Context: an optimization exercise on an open-source flow, tuned for small area, a short achievable clock period and few clock cycles. The choices shown serve that exercise and are no tape-out recipe. Function was checked by simulation only, so behaviour that the tests miss may differ from the original. No activity file was given, so power comes from the tool's default toggle rates.

Setup of wip/nickel:
Design fact_machine_wrapper, start of the top module:
module fact_machine_wrapper(
    input logic rst, go, clk,
    input logic [31:0] n,
    output logic [31:0] result,
    output logic done
    );
clock: 5.0 ns
lec_check: 0
cap_margin: 20
core_margin: 2
core_utilization: 25
slew_margin: 20
standard.sh (not shown) runs the stock make flow with config.mk's settings and CLKGATE_MAP_FILE= SYNTH_SCRIPT=/design/flow/synth_recipe.tcl, a recipe that flattens the netlist after the stock synthesis.
==> flow/flow/run.sh <==
#!/bin/bash
# The standard layout, with two changes:
#  - the combinational logic of the standard synthesis is re-synthesised for
#    area (flow/resyn.tcl, ABC script flow/resyn.scr); flip-flops are kept as
#    the standard synthesis made them;
#  - each port's buffer is a plain buf_1.
# Each tool's output goes to a log of its own in this folder.
set -euo pipefail
W=$(pwd)
R=$W/orfs/results/sky130hd/fact_machine_wrapper/base
export BUFFER_PORTS_ARGS="-buffer_cell sky130_fd_sc_hd__buf_1"
bash standard.sh $R/1_2_yosys.v > standard_synth.log 2>&1
cp $R/1_2_yosys.v $W/standard_1_2_yosys.v
YOSYS=${YOSYS_EXE:-$(dirname "$FLOW_HOME")/tools/install/yosys/bin/yosys}
LIB=$FLOW_HOME/platforms/sky130hd/lib/sky130_fd_sc_hd__tt_025C_1v80.lib \
IN=$W/standard_1_2_yosys.v OUT=$W/resyn.v TOP=$FLOW_TOP ABCSCRIPT=$W/flow/resyn.scr \
  $YOSYS -c $W/flow/resyn.tcl > resyn.log 2>&1
cp $W/resyn.v $R/1_2_yosys.v
bash standard.sh > standard.log 2>&1
==> flow/flow/resyn.scr <==
strash
collapse
sop
fx
strash
balance -l
 resub -K 6 -l
 rewrite -l
 resub -K 6 -N 2 -l
 refactor -l
 resub -K 8 -l
 balance -l
 resub -K 8 -N 2 -l
 rewrite -l
 resub -K 10 -l
 rewrite -z -l
 resub -K 10 -N 2 -l
 balance -l
 resub -K 12 -l
 refactor -z -l
 resub -K 12 -N 2 -l
 rewrite -z -l
 balance -l
&get -n
&st
&if -g -K 6
&synch2
&if -g -K 6
&synch2
&put
dch -f
map -D 700
topo
stime -p
==> flow/flow/resyn.tcl <==
# Re-synthesise the combinational logic of the standard synthesis netlist for
# area, keeping every flip-flop instance (name, cell type, connections).
yosys -import
set lib $::env(LIB)
read_liberty -ignore_miss_func -ignore_miss_dir $lib
read_verilog $::env(IN)
hierarchy -top $::env(TOP)
set ffs {}
foreach c [split [string trim [exec grep -oE {sky130_fd_sc_hd__[a-z0-9_]+} $::env(IN)]] "\n"] {
  if {[regexp {__(e?dfxtp|dfrtp|dfstp|dfbbp|sdf|dlx|dlrtp|edfxbp|dfxbp)} $c] && [lsearch $ffs $c] < 0} { lappend ffs $c }
}
puts "flip-flop cells kept: $ffs"
setattr -mod -set keep_hierarchy 1 {*}$ffs
flatten
foreach m $ffs { blackbox $m }
opt_clean -purge
abc -liberty $lib -script $::env(ABCSCRIPT)
read_liberty -lib -nooverwrite $lib
splitnets
opt_clean -purge
hilomap -singleton -hicell sky130_fd_sc_hd__conb_1 HI -locell sky130_fd_sc_hd__conb_1 LO
insbuf -buf sky130_fd_sc_hd__buf_4 A X
yosys rename -hide w:*.*
opt_clean -purge
tee -o $::env(OUT).stat stat -liberty $lib
check -assert -mapped
write_verilog -noattr -nohex -nodec $::env(OUT)
Testbench counts of wip/nickel, summed over its fixed seeds: cycles 960.
What wip/harbor does differently from wip/nickel at the input level:
Settings: putting ABC_AREA at 1 where nothing was set; putting SETUP_SLACK_MARGIN at 3.2 where nothing was set.
### Flow results
Every stage of the flow completed for wip/harbor, and the final layout passed the timing, DRC and antenna checks.
Routed wire in wip/harbor totals more than in wip/nickel.
wip/nickel leaves less setup margin than wip/harbor.
wip/harbor: routing usage on met1 is 1.4 points lower than what wip/nickel reported.
Instance area after placement sits higher in wip/harbor than in wip/nickel.
For wip/pepper, these inputs were changed with respect to wip/harbor:
Settings: SETUP_SLACK_MARGIN: 3.2 -> unset; ABC_AREA: 1 -> unset.
-- flow/flow/resyn.scr --
<<< wip/harbor, line 22
 rewrite -z -l
 balance -l
&get -n
&st
&if -g -K 6
&synch2
&if -g -K 6
&synch2
&put
dch -f
map -D 700
topo
stime -p
>>> wip/pepper, line 22
 rewrite -z -l
 balance -l
dch -f
map -a
Notes after the runs:
wip/pepper vs wip/harbor, buffering overhead went down by 4.7 points. wip/pepper against wip/harbor: multi-input combinational gate total now smaller; first-iteration DRC count fell by 76%; number of cells on the critical path went up by 11; overall track demand over capacity in global routing stayed essentially flat; first-pass GRT wire length has decreased. Summary of wip/pepper over wip/harbor: sequential power shows no meaningful change; layout cell share with drive strength beyond 1 shows a reduction of 12 points; synthesized area shows a reduction of 6.6%; setup slack shows a reduction of 640 ps.
Edits applied to the flow inputs when going from wip/pepper to wip/willow:
Settings: CTS_CLUSTER_DIAMETER now 200, previously not set; ABC_AREA now 1, previously not set; CTS_CLUSTER_SIZE now 50, previously not set.
==> flow/flow/run.sh <==
#!/bin/bash
# The standard layout, with a plain buf_1 as each port's buffer.
set -euo pipefail
export BUFFER_PORTS_ARGS="-buffer_cell sky130_fd_sc_hd__buf_1"
bash standard.sh > standard.log 2>&1
removed: flow/flow/resyn.scr
removed: flow/flow/resyn.tcl
==> comparison <==
Of wip/willow and wip/pepper, it is wip/willow that has the higher global-route usage.
[wip/willow] power in the clock group fell about 7% relative to wip/pepper
Summary of wip/willow over wip/pepper: final-layout clock-cell area share lower; internal power consumption down 3.1%; global-route wire length before repair increased by 1.3 mm relative to the old numbers.

[port drivers added, routing unchanged]
Ports are ideal in the flow. The routed layouts listed here were re-timed in OpenROAD.
Step 1 (the two cells are an assumption about what drives the block):
set clk [get_ports {clk}]
set_driving_cell -lib_cell sky130_fd_sc_hd__clkbuf_16 $clk
set_driving_cell -lib_cell sky130_fd_sc_hd__buf_2 [delete_from_list [all_inputs] $clk]
Step 2 moves the port delays by t, midway between the first and last clock arrival at a register: inputs arrive t later, outputs are due t later. That takes back most of the time a late clock gives input paths.
Slacks: ideal / step 1 / step 2; pairs: ideal / step 1.
run | shift t [ns] | setup slack, ns | hold WS [ns] | clock arrival spread, ns
wip/nickel | 0.317 | 2.918 / 2.918 / 2.821 | 0.483 / 0.483 / 0.483 | 0.007 / 0.007
wip/harbor | 0.316 | 3.236 / 3.209 / 2.955 | 0.472 / 0.472 / 0.472 | 0.005 / 0.005
wip/pepper | 0.315 | 2.592 / 2.592 / 2.428 | 0.477 / 0.477 / 0.477 | 0.003 / 0.003
wip/willow | 0.317 | 3.219 / 3.191 / 3.046 | 0.476 / 0.476 / 0.476 | 0.004 / 0.003
After both steps every run listed still meets setup and hold. For wip/harbor, which loses most, drivers alone change the setup slack by -0.027 ns; drivers and shift together by -0.281 ns.
